Context: an optimization exercise on an open-source flow, tuned for small area. The choices shown serve that exercise and are no tape-out recipe.
The RTL was checked by simulation tests, not by an equivalence proof against the original design.
Power is estimated from default activity; no workload was simulated.

Setup of the reference run:
## dualcore
module dualcore(
    input clk,
    input reset,
    input  [24-1:0]  ins_code1_proc1,
    input  [24-1:0]  ins_code2_proc2,
    output [8-1:0]   pc_proc1_code1,
    output [8-1:0]   pc_proc2_code2,
    output [16-1:0] dataOut1,
    output [16-1:0] dataOut2
);
For scale: roughly 2200 cells after synthesis, roughly 860 flip-flops, roughly 98 I/O pins.
Settings: LEC_CHECK=0, CAP_MARGIN=0, CORE_MARGIN=2, CORE_UTILIZATION=65, CTS_BUF_LIST=sky130_fd_sc_hd__clkbuf_16, CTS_CLUSTER_DIAMETER=60, CTS_CLUSTER_SIZE=30, SLEW_MARGIN=0; clock period 10.0 ns.
standard.sh (not shown) runs the stock make flow with config.mk's settings and CLKGATE_MAP_FILE= SYNTH_SCRIPT=/design/flow/synth_recipe.tcl, a recipe that flattens the netlist after the stock synthesis.
==> flow/flow/run.sh <==
#!/bin/bash
# Own layout flow: the standard ORFS flow (standard.sh), with two changes:
#  - synthesis maps logic with an area-oriented ABC script (abc_area.script
#    here) instead of ORFS's delay-driven one; everything else in synthesis,
#    including flip-flop mapping, is the standard synthesis script
#    (synth_recipe.tcl), which synth.tcl here sources;
#  - the input and output port buffers are the smallest buffer cell.
# Each tool's output is in the ORFS logs under orfs/logs; make's own output
# goes to make.log in this folder.
set -euo pipefail
WORK=$(pwd)
export OWN_ABC_SCRIPT="$WORK/flow/abc_area.script"
export FLOW_SYNTH_TCL="$WORK/synth_recipe.tcl"
sed -e "s#SYNTH_SCRIPT=[^ ]*#SYNTH_SCRIPT=$WORK/flow/synth.tcl#" standard.sh > standard_own.sh
bash standard_own.sh "BUFFER_PORTS_ARGS=-buffer_cell sky130_fd_sc_hd__buf_1" finish > make.log 2>&1
==> flow/flow/abc_area.script <==
strash
ifraig
scorr
dc2
strash
&get -n
&dch -f
&nf -R 1000
&put
topo
==> flow/flow/synth.tcl <==
# The standard synthesis (synth_recipe.tcl), with ABC run on our own
# script: the -script argument that ORFS passes to abc is replaced.
proc abc {args} {
  set i [lsearch -exact $args -script]
  if { $i >= 0 } {
    lset args [expr { $i + 1 }] $::env(OWN_ABC_SCRIPT)
  }
  yosys abc {*}$args
}
source $::env(FLOW_SYNTH_TCL)
Input changes introduced in the trial run (baseline for comparison: the reference run):
- CTS_CLUSTER_SIZE removed (was 30)
- CTS_BUF_LIST removed (was sky130_fd_sc_hd__clkbuf_16)
- CTS_CLUSTER_DIAMETER removed (was 60)
==> flow/flow/run.sh <==
#!/bin/bash
# Own layout flow: the standard ORFS flow (standard.sh), with these
# changes:
#  - synthesis maps logic with an area-oriented ABC script (abc_area.script
#    here, which runs ABC's &deepsyn for five minutes) instead of ORFS's
#    delay-driven one; everything else in synthesis, including flip-flop
#    mapping, is the standard synthesis script (synth_recipe.tcl), which
#    synth.tcl here sources, except that adders are left to ABC instead of
#    being mapped to the platform's adder cells (ADDER_MAP_FILE empty);
#  - the input and output port buffers are the smallest buffer cell;
#  - clock tree synthesis uses clkbuf_8 sink buffers (clkbuf_16 at the root),
#    clusters of up to 18 sinks within 45 um, and no dummy loads.
# Each tool's output is in the ORFS logs under orfs/logs; make's own output
# goes to make.log in this folder.
set -euo pipefail
WORK=$(pwd)
export OWN_ABC_SCRIPT="$WORK/flow/abc_area.script"
export FLOW_SYNTH_TCL="$WORK/synth_recipe.tcl"
sed -e "s#SYNTH_SCRIPT=[^ ]*#SYNTH_SCRIPT=$WORK/flow/synth.tcl#" standard.sh > standard_own.sh
bash standard_own.sh "BUFFER_PORTS_ARGS=-buffer_cell sky130_fd_sc_hd__buf_1" \
  "ADDER_MAP_FILE=" \
  "CTS_ARGS=-sink_clustering_enable -repair_clock_nets -buf_list sky130_fd_sc_hd__clkbuf_8 -root_buf sky130_fd_sc_hd__clkbuf_16 -sink_clustering_size 18 -sink_clustering_max_diameter 45 -dont_use_dummy_load" \
  finish > make.log 2>&1
==> flow/flow/abc_area.script <==
strash
ifraig
scorr
dc2
strash
&get -n
&deepsyn -T 300
&dch -f
&nf -R 1000
&put
topo
[summary]
Between the trial run and the reference run, the count of filler cells inserted in the layout is higher for the reference run. Against the reference run as the reference, the trial run delivers a lower setup slack on the worst flop-to-flop path. The trial run: worst setup slack is 0.57 ns lower than what the reference run reported. Looking at worst setup path endpoint, the mb.dataToCacheA[13] result is from the trial run; the mb.dataToCacheB[3] one comes from the reference run. The trial run | stages: all done | timing, DRC, antenna: all pass. Compared with the reference run, the trial run shows a total stage count of the critical path that is about 22% lower. Diff the reference run -> the trial run | net switching component of the power | decrease of about 5.6%. Max synthesized netlist cell count across the trial run and the reference run: the reference run. Final cell area: the trial run below the reference run.

-- afterwards: timing with drivers on the ports --
Ports are ideal in the flow. The routed layouts listed here were re-timed in OpenROAD.
Step 1 sets driving cells, clkbuf_16 on the clock port and buf_2 on the other inputs (assumed; they add their load-dependent delay and slew).
Step 2 moves the port delays by t, midway between the first and last clock arrival at a register: inputs arrive t later, outputs are due t later. That takes back most of the time a late clock gives input paths.
Slacks: ideal ports / drivers / drivers and shift; pairs: ideal ports / drivers.
run | t (ns) | setup slack, ns | hold slack, ns | latest minus earliest clock arrival (ns)
the reference run | 0.653 | 3.061 / 3.061 / 2.627 | 0.327 / 0.327 / 0.327 | 0.047 / 0.047
the trial run | 0.621 | 2.488 / 2.488 / 2.488 | 0.313 / 0.313 / 0.313 | 0.077 / 0.077
After both steps setup and hold are still met in every run listed. The setup slack of the reference run, which loses most, moves by 0.000 ns with the drivers and by -0.434 ns with both steps.
